What follows belongs to an exercise in optimizing a design on an open flow for small area; a production flow would make more cautious choices. At most, simulation tests tie the RTL to the original design; equivalence was not proved. Power is estimated from default activity; no workload was simulated.

Setup of rev 12:
==> flow/design.v <==
module ad (
    input  clk,
    input  rst_n,
    input  ad_in,
    output adclk,
    output cs_n,
    output LED1,
    output LED2,
    output LED3,
    output LED4
);
    reg [5:0] l;    
    reg [7:0] h;    
    reg [3:0] w;    
    wire l_end = (l == 6'd39);
    wire t_ok  = w[3] & w[0];
    always @(posedge clk or negedge rst_n)
        if (!rst_n) begin
            l <= 6'd23;
            h <= 8'd97;
            w <= 4'd0;
        end else begin
            l <= l_end ? 6'd0 : l + 6'd1;
            if (l_end)
                h <= (h == 8'd199) ? 8'd0 : h + 8'd1;
            if (!t_ok && h == 8'd135 && l == 6'd37)
                w <= w + 4'd1;
        end
    wire l_lo = (l < 6'd20);
    assign cs_n  = ~((h < 8'd17) || (h == 8'd17 && l_lo));
    assign adclk = ~((h != 8'd0) && (h <= 8'd16) && l_lo);
    wire       samp = (l == 6'd19) && (h < 8'd16);
    wire [3:0] p    = h[3:0];
    wire       b    = ad_in;
    wire       first = (p == 4'd0);
    wire [15:0] K1 = 16'h0860, K2 = 16'h08B0, K3 = 16'h0C0C;
    wire [2:0] c = {K3[4'd15 - p], K2[4'd15 - p], K1[4'd15 - p]};
    reg  [2:0] gt, eq;
    reg        nz;
    wire [2:0] eq_i = eq | {3{first}};
    wire [2:0] gt_i = gt & ~{3{first}};
    always @(posedge clk)
        if (samp) begin
            eq <= eq_i & ~({3{b}} ^ c);
            gt <= gt_i | (eq_i & {3{b}} & ~c);
            nz <= (nz & ~first) | b;
        end
    wire win = (h > 8'd17) || (h == 8'd17 && l >= 6'd21);
    reg [4:1] led;
    always @(posedge clk or negedge rst_n)
        if (!rst_n)
            led <= 4'b1111;
        else if (!t_ok)
            led <= 4'b1111;
        else if (win) begin
            if (!nz)
                led <= 4'b1111;            
            else if (!gt[0])
                led[4] <= 1'b0;            
            else if (!gt[1])
                led <= 4'b1011;            
            else if (!gt[2])
                led <= 4'b1101;            
            else
                led <= 4'b1110;            
        end
    assign LED1 = led[1];
    assign LED2 = led[2];
    assign LED3 = led[3];
    assign LED4 = led[4];
endmodule
module DoublePulse (
    input      clk,
    input      rst_n,
    input      TEM,
    output reg K
);
    reg       s0, s1;
    reg [6:0] cnt;
    reg [1:0] c;
    localparam [6:0] C_99 = 7'd75;
    wire tick = (cnt == C_99);
    always @(posedge clk or negedge rst_n)
        if (!rst_n) begin
            s0  <= 1'b0;
            s1  <= 1'b0;
            cnt <= 7'd0;
            c   <= 2'd0;
            K   <= 1'b0;
        end else begin
            s0 <= TEM;
            s1 <= s0;
            if (s0 != s1 || tick)
                cnt <= 7'd0;
            else
                cnt <= {cnt[5:0], ~(cnt[6] ^ cnt[5])};
            if (c == 2'd3) begin
                c <= 2'd0;
                K <= ~K;
            end else if (s1 != K)
                c <= 2'd0;
            else if (tick)
                c <= c + 2'd1;
        end
endmodule
module err_high_detect (
    input  clk,
    input  rst_n,
    input  err,
    output led
);
    reg       e;     
    reg [2:0] st;
    wire chg  = err ^ e;
    wire full = st[2] & ~st[1];
    always @(posedge clk or negedge rst_n)
        if (!rst_n) begin
            e  <= 1'b1;
            st <= 3'b000;
        end else begin
            e     <= err;
            st[2] <= ~chg & (st[2] | st[1]);
            st[1] <= ~chg & st[0];
            st[0] <= ~chg & ~st[2];
        end
    assign led = ~full | e;
endmodule
module uart_rx (
    input            sys_clk,
    input            sys_rst_n,
    input            rx,
    output reg [7:0] po_data,
    output reg       po_flag
);
    localparam IDLE = 4'd15;
    localparam [12:0] MASK = 13'b1010101010101;
    localparam [12:0] Q_2083 = 13'd1989, Q_4165 = 13'd6425;
    reg        rx_reg1, rx_reg2, rx_reg3;
    reg        start_nedge;
    reg [12:0] baud_reg;
    reg [3:0]  bit_cnt;
    reg [7:0]  rx_data;
    reg        rx_flag;
    wire [12:0] q        = baud_reg ^ MASK;
    wire        work_en  = (bit_cnt != IDLE);
    wire        bit_flag = work_en && (q == Q_2083);
    wire        load     = !work_en || (q == Q_4165);
    wire [12:0] q_next   = load ? 13'd0 : {q[11:0], ~(q[12] ^ q[11])};
    always @(posedge sys_clk)
        baud_reg <= q_next ^ MASK;
    always @(posedge sys_clk or negedge sys_rst_n)
        if (!sys_rst_n) begin
            rx_reg1     <= 1'b1;
            rx_reg2     <= 1'b1;
            rx_reg3     <= 1'b1;
            start_nedge <= 1'b0;
            bit_cnt     <= IDLE;
            rx_flag     <= 1'b0;
            po_flag     <= 1'b0;
        end else begin
            rx_reg1     <= rx;
            rx_reg2     <= rx_reg1;
            rx_reg3     <= rx_reg2;
            start_nedge <= ~rx_reg2 & rx_reg3;
            if (bit_flag && bit_cnt == 4'd8)
                bit_cnt <= start_nedge ? 4'd0 : IDLE;
            else if (bit_flag)
                bit_cnt <= bit_cnt + 4'd1;
            else if (start_nedge && !work_en)
                bit_cnt <= 4'd0;
            rx_flag <= bit_flag && bit_cnt == 4'd8;
            po_flag <= rx_flag;
        end
    always @(posedge sys_clk)
        if (bit_flag && bit_cnt != 4'd0)
            rx_data <= {rx_reg3, rx_data[7:1]};
    always @(posedge sys_clk)
        if (rx_flag)
            po_data <= rx_data;
endmodule
module uart_tx (
    input        sys_clk,
    input        sys_rst_n,
    input  [7:0] pi_data,
    input        pi_flag,
    output reg   tx
);
    localparam IDLE = 4'd15;
    localparam [12:0] MASK = 13'b1010101010101;
    localparam [12:0] Q_2 = 13'd3, Q_4165 = 13'd6425;
    reg [12:0] baud_reg;
    reg [3:0]  bit_cnt;
    wire [12:0] q        = baud_reg ^ MASK;
    wire        work_en  = (bit_cnt != IDLE);
    wire        bit_flag = work_en && (q == Q_2);
    wire        load     = !work_en || (q == Q_4165);
    wire [12:0] q_next   = load ? 13'd0 : {q[11:0], ~(q[12] ^ q[11])};
    always @(posedge sys_clk)
        baud_reg <= q_next ^ MASK;
    always @(posedge sys_clk or negedge sys_rst_n)
        if (!sys_rst_n) begin
            bit_cnt <= IDLE;
            tx      <= 1'b1;
        end else begin
            if (bit_flag && bit_cnt == 4'd9)
                bit_cnt <= pi_flag ? 4'd0 : IDLE;
            else if (pi_flag && !work_en)
                bit_cnt <= 4'd0;
            else if (bit_flag)
                bit_cnt <= bit_cnt + 4'd1;
            if (bit_flag)
                case (bit_cnt)
                    4'd0:    tx <= 1'b0;
                    4'd9:    tx <= 1'b1;
                    default: tx <= pi_data[bit_cnt[2:0] - 3'd1];
                endcase
        end
endmodule
module rs232 (
    input  sys_clk,
    input  sys_rst_n,
    input  rx,
    output tx
);
    wire [7:0] po_data;
    wire       po_flag;
    uart_rx uart_rx_inst (
        .sys_clk   (sys_clk),
        .sys_rst_n (sys_rst_n),
        .rx        (rx),
        .po_data   (po_data),
        .po_flag   (po_flag)
    );
    uart_tx uart_tx_inst (
        .sys_clk   (sys_clk),
        .sys_rst_n (sys_rst_n),
        .pi_data   (po_data),
        .pi_flag   (po_flag),
        .tx        (tx)
    );
endmodule
module UNIT_FINAL(
    input        clk,
    input        sys_rst_n,
    input        ad_in,
    output       adclk,
    input        TEM,
    input        rx,
    input  [3:0] ERR,
    output       tx,
    output       cs_n,
    output       K_1,
    output       K_2,
    output       K_3,
    output       K_4,
    output       LED1,
    output       LED2,
    output       LED3,
    output       LED4,
    output       LED5,
    output       LED7,
    output       LED8,
    output       LED9,
    output       LED10
);
    ad ad (
        .clk   (clk),
        .rst_n (sys_rst_n),
        .ad_in (ad_in),
        .adclk (adclk),
        .cs_n  (cs_n),
        .LED1  (LED1),
        .LED2  (LED2),
        .LED3  (LED3),
        .LED4  (LED4)
    );
    assign LED5 = 1'b1;
    wire k;
    DoublePulse DoublePulse1 (
        .clk   (clk),
        .rst_n (sys_rst_n),
        .TEM   (TEM),
        .K     (k)
    );
    assign K_1 = k;
    assign K_2 = k;
    assign K_3 = k;
    assign K_4 = k;
    err_high_detect err1 (.clk(clk), .rst_n(sys_rst_n), .err(ERR[0]), .led(LED10));
    err_high_detect err2 (.clk(clk), .rst_n(sys_rst_n), .err(ERR[1]), .led(LED9));
    err_high_detect err3 (.clk(clk), .rst_n(sys_rst_n), .err(ERR[2]), .led(LED8));
    err_high_detect err4 (.clk(clk), .rst_n(sys_rst_n), .err(ERR[3]), .led(LED7));
    rs232 rs232 (
        .sys_clk   (clk),
        .sys_rst_n (sys_rst_n),
        .rx        (rx),
        .tx        (tx)
    );
endmodule
Settings: LEC_CHECK=0, CAP_MARGIN=20, CORE_MARGIN=2, CORE_UTILIZATION=40, SLEW_MARGIN=20; clock period 25.0 ns.
standard.sh (not shown) runs the stock make flow with config.mk's settings and CLKGATE_MAP_FILE= SYNTH_SCRIPT=/design/flow/synth_recipe.tcl, a recipe that flattens the netlist after the stock synthesis.
==> flow/flow/run.sh <==
#!/bin/bash
# The standard layout, with the clock tree built without dummy loads and
# with larger sink clusters. Each tool's output goes to a log in this folder.
set -euo pipefail
export CTS_ARGS="-sink_clustering_enable -repair_clock_nets -dont_use_dummy_load -buf_list sky130_fd_sc_hd__clkbuf_4 -sink_clustering_size 30 -sink_clustering_max_diameter 100"
bash standard.sh > make_flow.log 2>&1
Setup changes, rev 12 to rev 13
==> flow/flow/run.sh <==
#!/bin/bash
# The standard layout, with the clock tree built without dummy loads and
# with larger sink clusters. Each tool's output goes to a log in this folder.
set -euo pipefail
export CTS_ARGS="-sink_clustering_enable -repair_clock_nets -dont_use_dummy_load -buf_list sky130_fd_sc_hd__clkbuf_8 -sink_clustering_size 50 -sink_clustering_max_diameter 150"
bash standard.sh > make_flow.log 2>&1
Results
Rev 12 -> rev 13: total die area delta 0, exact match. Status: overall routing resource usage parity (rev 13, rev 12). Looking at rev 12 and rev 13, the worst hold slack after final layout is a wash. Looking at average wire per cell in the routed design, rev 13 sits above rev 12. Rev 13 finished end to end and its layout was clean on timing, DRC and antenna. [compare] base=rev 12 new=rev 13: clock network power share rose by 7.1 points; setup slack went up; final clock period utilization by the worst path fell 0.34 points; power per standard cell area +9.2%; cell area went up. Side by side, fraction of area in registers turned out lower in rev 13 than in rev 12.

========
the baseline:
UNIT_FINAL, a different RTL version from the one above (not shown whole).
Size in the first run: about 100 flip-flops, roughly 5800 um^2 of cells after synthesis.
Settings: LEC_CHECK=0, ABC_AREA=1, CAP_MARGIN=20, CORE_MARGIN=2, CORE_UTILIZATION=40, SLEW_MARGIN=20; clock period 25.0 ns.
run.sh (not shown) runs the stock make flow with config.mk's settings and CLKGATE_MAP_FILE= SYNTH_SCRIPT=/design/flow/synth_recipe.tcl, a recipe that flattens the netlist after the stock synthesis.
Stock flow here: none of the scripts above is used.
#### Input delta (the candidate over the baseline)
# the baseline
export LEC_CHECK = 0
export ABC_AREA = 1
export CAP_MARGIN = 20
export CORE_MARGIN = 2
export CORE_UTILIZATION = 40
export SLEW_MARGIN = 20
create_clock -name core_clock -period 25.0 [get_ports {clk}]
# the candidate
export LEC_CHECK = 0
export CAP_MARGIN = 20
export CORE_MARGIN = 2
export CORE_UTILIZATION = 40
export SLEW_MARGIN = 20
create_clock -name core_clock -period 25.0 [get_ports {clk}]
[summary]
- When the candidate is measured against the baseline, its internal power contribution turns out 4.9 uW higher.
- The relative area change from synthesis to final layout in the candidate sits 0.79 points below the value recorded for the baseline.
- On the candidate: synthesized cell count is 134 lower than what the baseline gave.
- Diff the baseline -> the candidate: final area went down about 2.2%, part of the power in the clock network saw an increase, die area decreased by 1.4% relative to the old numbers, width of the chip went down by 0.89 um.
- Utilization: the candidate vs the baseline down 0.65 points
- Comparing the candidate and the baseline, the lower critical path depth was measured on the candidate.

========
== v8 ==
Another version of the RTL of UNIT_FINAL (not shown whole).
Size in the first run: ~480 cells after synthesis, ~110 flip-flops, roughly 25 I/O pins, about 0.0051 mm2 of cells after synthesis.
Design UNIT_FINAL, start of the top module:
module UNIT_FINAL(
    input        clk,
    input        sys_rst_n,
    input        ad_in,
    output       adclk,
    input        TEM,
    input        rx,
    input  [3:0] ERR,
    output       tx,
    output       cs_n,
    output       K_1,
    output       K_2,
    output       K_3,
    output       K_4,
    output       LED1,
    output       LED2,
    output       LED3,
    output       LED4,
    output       LED5,
    output       LED7,
    output       LED8,
    output       LED9,
    output       LED10
);
clock: 25.0 ns
lec_check: 0
cap_margin: 20
core_margin: 2
core_utilization: 40
cts_buf_list: sky130_fd_sc_hd__clkbuf_8
cts_cluster_diameter: 500
cts_cluster_size: 100
slew_margin: 20
v8: done, clean on timing, DRC and antenna
For v28, these inputs were changed with respect to v8:
# v8
export LEC_CHECK = 0
export CAP_MARGIN = 20
export CORE_MARGIN = 2
export CORE_UTILIZATION = 40
export CTS_BUF_LIST = sky130_fd_sc_hd__clkbuf_8
export CTS_CLUSTER_DIAMETER = 500
export CTS_CLUSTER_SIZE = 100
export SLEW_MARGIN = 20
create_clock -name core_clock -period 25.0 [get_ports {clk}]
# v28
export LEC_CHECK = 0
export CAP_MARGIN = 20
export CORE_MARGIN = 2
export CORE_UTILIZATION = 40
export CTS_BUF_LIST = sky130_fd_sc_hd__clkbuf_4
export CTS_CLUSTER_DIAMETER = 100
export CTS_CLUSTER_SIZE = 50
export SLEW_MARGIN = 20
create_clock -name core_clock -period 25.0 [get_ports {clk}]
Results
v28 ran to completion and came out clean on the timing, design-rule and antenna checks. Routed length per placed instance: v28 vs v8, no meaningful difference. On routed wire length, v8 tracks v28 almost exactly. Higher sequential share of layout area among v28 and v8: v28. Per the comparison of v28 with v8, buffer and inverter count on the worst path about even; total power consumption of the routed design fell 0.045 mW; final standard cell count with taps included and fillers excluded about even; synthesized-area fraction occupied by adder cells about even. Looking only at setup slack, and setting everything else aside, the lower value of v28 and v8 goes to v28. Global-route wire length before repair of v8 is on par with v28.
The inputs of v27 differ from those of v28 as listed below.
# v28
export LEC_CHECK = 0
export CAP_MARGIN = 20
export CORE_MARGIN = 2
export CORE_UTILIZATION = 40
export CTS_BUF_LIST = sky130_fd_sc_hd__clkbuf_4
export CTS_CLUSTER_DIAMETER = 100
export CTS_CLUSTER_SIZE = 50
export SLEW_MARGIN = 20
create_clock -name core_clock -period 25.0 [get_ports {clk}]
# v27
export LEC_CHECK = 0
export CAP_MARGIN = 20
export CORE_MARGIN = 2
export CORE_UTILIZATION = 40
export SLEW_MARGIN = 20
create_clock -name core_clock -period 25.0 [get_ports {clk}]
--- outcome ---
v27 | stages: all done | timing, DRC, antenna: all pass
Changes observed in v27 relative to v28: setup slack on the worst flop-to-flop path stayed essentially flat, largest incremental delay on the critical path fell 0.02 ns, number of stages on the worst setup path held.
The following lists how v26 was set up differently from v27:
# v27
export LEC_CHECK = 0
export CAP_MARGIN = 20
export CORE_MARGIN = 2
export CORE_UTILIZATION = 40
export SLEW_MARGIN = 20
create_clock -name core_clock -period 25.0 [get_ports {clk}]
# v26
export LEC_CHECK = 0
export CAP_MARGIN = 20
export CORE_MARGIN = 2
export CORE_UTILIZATION = 40
export CTS_BUF_LIST = sky130_fd_sc_hd__clkbuf_4
export CTS_CLUSTER_DIAMETER = 500
export CTS_CLUSTER_SIZE = 100
export SLEW_MARGIN = 20
create_clock -name core_clock -period 25.0 [get_ports {clk}]
==> results.txt <==
On worst hold slack, v27 loses to v26. Diff v27 -> v26: post-layout minimum cycle time increased 0.099 ns; combinational power decreased about 2%; core utilization decreased 2.6 points; overall power consumption decreased about 23%; sum of routed wire segments on met1 decreased 31 um. Higher later-pin clock latency in the skew report goes to v26 over v27.
No run of this note included a check of the RTL's function; only the layout flow was run.

========
UNIT_FINAL, a different RTL version from the one above (not shown whole).
For scale: about 420 cells after synthesis, about 4000 µm² of cells after synthesis.
## UNIT_FINAL
module UNIT_FINAL(
    input        clk,
    input        sys_rst_n,
    input        ad_in,
    output       adclk,
    input        TEM,
    input        rx,
    input  [3:0] ERR,
    output       tx,
    output       cs_n,
    output       K_1,
    output       K_2,
    output       K_3,
    output       K_4,
    output       LED1,
    output       LED2,
    output       LED3,
    output       LED4,
    output       LED5,
    output       LED7,
    output       LED8,
    output       LED9,
    output       LED10
);
==> flow/config.mk <==
export PLATFORM = sky130hd
export DESIGN_NAME = UNIT_FINAL
export DESIGN_NICKNAME = UNIT_FINAL
export VERILOG_FILES = /design/flow/design.v
export SDC_FILE = /design/flow/constraint.sdc
export NUM_CORES = 4
export LEC_CHECK = 0
export CAP_MARGIN = 20
export CORE_MARGIN = 2
export CORE_UTILIZATION = 40
export SLEW_MARGIN = 20
==> flow/constraint.sdc <==
create_clock -name core_clock -period 25.0 [get_ports {clk}]
set_input_delay 5.0000 -clock core_clock [delete_from_list [all_inputs] [get_ports {clk}]]
set_output_delay 5.0000 -clock core_clock [all_outputs]
set_load 0.01 [all_outputs]
standard.sh (not shown) runs the stock make flow with config.mk's settings and CLKGATE_MAP_FILE= SYNTH_SCRIPT=/design/flow/synth_recipe.tcl, a recipe that flattens the netlist after the stock synthesis.
==> flow/flow/run.sh <==
#!/bin/bash
# Layout flow:
#  1. the standard synthesis;
#  2. ABC maps the logic between the registers again for area: three rounds,
#     each trying several scripts on the best netlist so far, keeping the
#     smallest; every register cell stays as the synthesis made it;
#  3. the standard layout, with single-drive port buffers and a clock tree
#     of buf_6 cells built without dummy loads.
# Each tool writes its full output to a log file in this folder.
set -euo pipefail
W=$(pwd)
RES=$W/orfs/results/$FLOW_PLATFORM/UNIT_FINAL/base
LIB=$FLOW_HOME/platforms/$FLOW_PLATFORM/lib/sky130_fd_sc_hd__tt_025C_1v80.lib
YOSYS=$FLOW_HOME/../tools/install/yosys/bin/yosys
[[ -x $YOSYS ]] || YOSYS=yosys

# 1. standard synthesis
bash standard.sh "$RES/1_2_yosys.v" > synth.log 2>&1
cp "$RES/1_2_yosys.v" "$W/synth_standard.v"

# 2. area re-mapping
SCRIPTS=(
  "+&get,-n;&st;&dc2;&dch,-f;&nf,-R,1000;&put;strash;&get,-n;&dch,-f;&nf,-R,1000;&put;topo;dnsize"
  "+&get,-n;&st;&dch,-f;&nf,-R,1000;&put;topo;dnsize"
  "+&get,-n;&st;&dc2;&dch,-f;&nf,-R,1000;&put;strash;&get,-n;&dc2;&dch,-f;&nf,-R,1000;&put;strash;&get,-n;&dch,-f;&nf,-R,1000;&put;topo;dnsize"
  "+strash;ifraig;dc2;dch,-f;amap;topo;dnsize;strash;dch,-f;amap;topo;dnsize"
  "+&get,-n;&st;&if,-K,4,-a;&mfs;&st;&dc2;&dch,-f;&nf,-R,1000;&put;topo;dnsize"
  "+strash;dc2;resub,-K,8;dc2;&get,-n;&st;&dch,-f;&nf,-R,1000;&put;topo;dnsize"
  "+&get,-n;&st;&if,-K,6,-a;&mfs;&st;&dch,-f;&nf,-R,1000;&put;topo;dnsize"
  "+&get,-n;&st;&synch2;&dch,-f;&nf,-R,1000;&put;topo;dnsize"
)
best="$W/synth_standard.v"; best_area=""
for r in 1 2 3; do
  src=$best
  for i in "${!SCRIPTS[@]}"; do
    n=remap_r${r}_$i
    cat > "$W/$n.ys" <<EOS
read_liberty -ignore_miss_func $LIB
read_verilog $src
hierarchy -top $FLOW_TOP
setattr -mod -set keep_hierarchy 1 sky130_fd_sc_hd__df* sky130_fd_sc_hd__edf* sky130_fd_sc_hd__sdf* sky130_fd_sc_hd__sedf* sky130_fd_sc_hd__dl* sky130_fd_sc_hd__conb*
flatten
opt_clean -purge
abc -liberty $LIB -dont_use sky130_fd_sc_hd__probe_p_8 -dont_use sky130_fd_sc_hd__probec_p_8 -dont_use sky130_fd_sc_hd__lpflow_bleeder_1 -dont_use sky130_fd_sc_hd__lpflow_clkbufkapwr_1 -dont_use sky130_fd_sc_hd__lpflow_clkbufkapwr_16 -dont_use sky130_fd_sc_hd__lpflow_clkbufkapwr_2 -dont_use sky130_fd_sc_hd__lpflow_clkbufkapwr_4 -dont_use sky130_fd_sc_hd__lpflow_clkbufkapwr_8 -dont_use sky130_fd_sc_hd__lpflow_clkinvkapwr_1 -dont_use sky130_fd_sc_hd__lpflow_clkinvkapwr_16 -dont_use sky130_fd_sc_hd__lpflow_clkinvkapwr_2 -dont_use sky130_fd_sc_hd__lpflow_clkinvkapwr_4 -dont_use sky130_fd_sc_hd__lpflow_clkinvkapwr_8 -dont_use sky130_fd_sc_hd__lpflow_decapkapwr_12 -dont_use sky130_fd_sc_hd__lpflow_decapkapwr_3 -dont_use sky130_fd_sc_hd__lpflow_decapkapwr_4 -dont_use sky130_fd_sc_hd__lpflow_decapkapwr_6 -dont_use sky130_fd_sc_hd__lpflow_decapkapwr_8 -dont_use sky130_fd_sc_hd__lpflow_inputiso0n_1 -dont_use sky130_fd_sc_hd__lpflow_inputiso0p_1 -dont_use sky130_fd_sc_hd__lpflow_inputiso1n_1 -dont_use sky130_fd_sc_hd__lpflow_inputiso1p_1 -dont_use sky130_fd_sc_hd__lpflow_inputisolatch_1 -dont_use sky130_fd_sc_hd__lpflow_isobufsrc_1 -dont_use sky130_fd_sc_hd__lpflow_isobufsrc_16 -dont_use sky130_fd_sc_hd__lpflow_isobufsrc_2 -dont_use sky130_fd_sc_hd__lpflow_isobufsrc_4 -dont_use sky130_fd_sc_hd__lpflow_isobufsrc_8 -dont_use sky130_fd_sc_hd__lpflow_isobufsrckapwr_16 -dont_use sky130_fd_sc_hd__lpflow_lsbuf_lh_hl_isowell_tap_1 -dont_use sky130_fd_sc_hd__lpflow_lsbuf_lh_hl_isowell_tap_2 -dont_use sky130_fd_sc_hd__lpflow_lsbuf_lh_hl_isowell_tap_4 -dont_use sky130_fd_sc_hd__lpflow_lsbuf_lh_isowell_4 -dont_use sky130_fd_sc_hd__lpflow_lsbuf_lh_isowell_tap_1 -dont_use sky130_fd_sc_hd__lpflow_lsbuf_lh_isowell_tap_2 -dont_use sky130_fd_sc_hd__lpflow_lsbuf_lh_isowell_tap_4 -dont_use sky130_fd_sc_hd__fill_1 -dont_use sky130_fd_sc_hd__fill_2 -dont_use sky130_fd_sc_hd__fill_4 -dont_use sky130_fd_sc_hd__fill_8  -script ${SCRIPTS[$i]}
opt_clean -purge
tee -o $W/$n.stat stat -liberty $LIB
select $FLOW_TOP
write_verilog -selected -noattr -nohex -nodec $W/$n.v
EOS
    if $YOSYS -s "$W/$n.ys" > "$n.log" 2>&1; then
      a=$(grep -m1 "Chip area for module '.$FLOW_TOP'" "$W/$n.stat" | awk '{print $NF}')
      echo "round $r script $i: area $a" >> remap_choice.log
      if [[ -n "$a" ]] && { [[ -z "$best_area" ]] || awk -v a="$a" -v b="$best_area" 'BEGIN{exit !(a < b)}'; }; then
        best="$W/$n.v"; best_area=$a
      fi
    fi
  done
done
echo "chosen: $best, area $best_area" >> remap_choice.log
cp "$best" "$RES/1_2_yosys.v"
touch "$RES/1_2_yosys.v"

# 3. standard layout
export BUFFER_PORTS_ARGS="-buffer_cell sky130_fd_sc_hd__buf_1"
export CTS_ARGS="-sink_clustering_enable -repair_clock_nets -dont_use_dummy_load -root_buf sky130_fd_sc_hd__buf_6 -tree_buf sky130_fd_sc_hd__buf_4 -buf_list sky130_fd_sc_hd__buf_4"
bash standard.sh > layout.log 2>&1
The baseline finished clean.
Change:
--- a/flow/flow/run.sh
+++ b/flow/flow/run.sh
@@ -65 +65 @@
-export CTS_ARGS="-sink_clustering_enable -repair_clock_nets -dont_use_dummy_load -root_buf sky130_fd_sc_hd__buf_6 -tree_buf sky130_fd_sc_hd__buf_4 -buf_list sky130_fd_sc_hd__buf_4"
+export CTS_ARGS="-sink_clustering_enable -repair_clock_nets -dont_use_dummy_load -buf_list sky130_fd_sc_hd__buf_6"
- wire length does not change
- power does not change
- non-clock buffer count stays the same
- setup slack is unchanged
- first-iteration DRC count is unchanged
- via count does not change
- fmax stays the same

-- separate check: timing with driven ports --
No port has a modelled driver above. Below, the same layouts with a new extraction and two added sets of constraints. Step 1, drivers: a clkbuf_16 drives clk and a buf_2 each remaining input, both assumed. Step 2 adds t to the input delays and takes it off the output delays; t is the mean of the earliest and latest rising clock arrival at the registers after step 1. Input paths then give back, and output paths get back, about the clock's delay inside the block. a / b / c = ideal ports / drivers / drivers and shift; a / b = the first two.
run | shift t [ns] | setup WS [ns] | worst setup path at the end | worst slew at a driven data input, ns
rev 12 | 0.514 | 17.608 / 17.578 / 18.092 | register to output | 0.03
rev 13 | 0.438 | 17.692 / 17.662 / 18.099 | register to output | 0.03
the baseline | 0.388 | 17.831 / 17.791 / 18.179 | register to output | 0.04
the candidate | 0.379 | 17.814 / 17.774 / 18.152 | register to output | 0.04
v8 | 0.450 | 17.682 / 17.650 / 18.100 | register to output | 0.03
v28 | 0.524 | 17.603 / 17.571 / 18.095 | register to output | 0.03
v27 | 0.447 | 17.701 / 17.660 / 18.107 | register to output | 0.03
v26 | 0.524 | 17.603 / 17.571 / 18.095 | register to output | 0.03
the first run of note 4 | 0.339 | 18.050 / 18.017 / 18.355 | register to output | 0.03
the second run of note 4 | 0.339 | 18.050 / 18.017 / 18.355 | register to output | 0.03
After both steps every run listed still meets setup and hold.
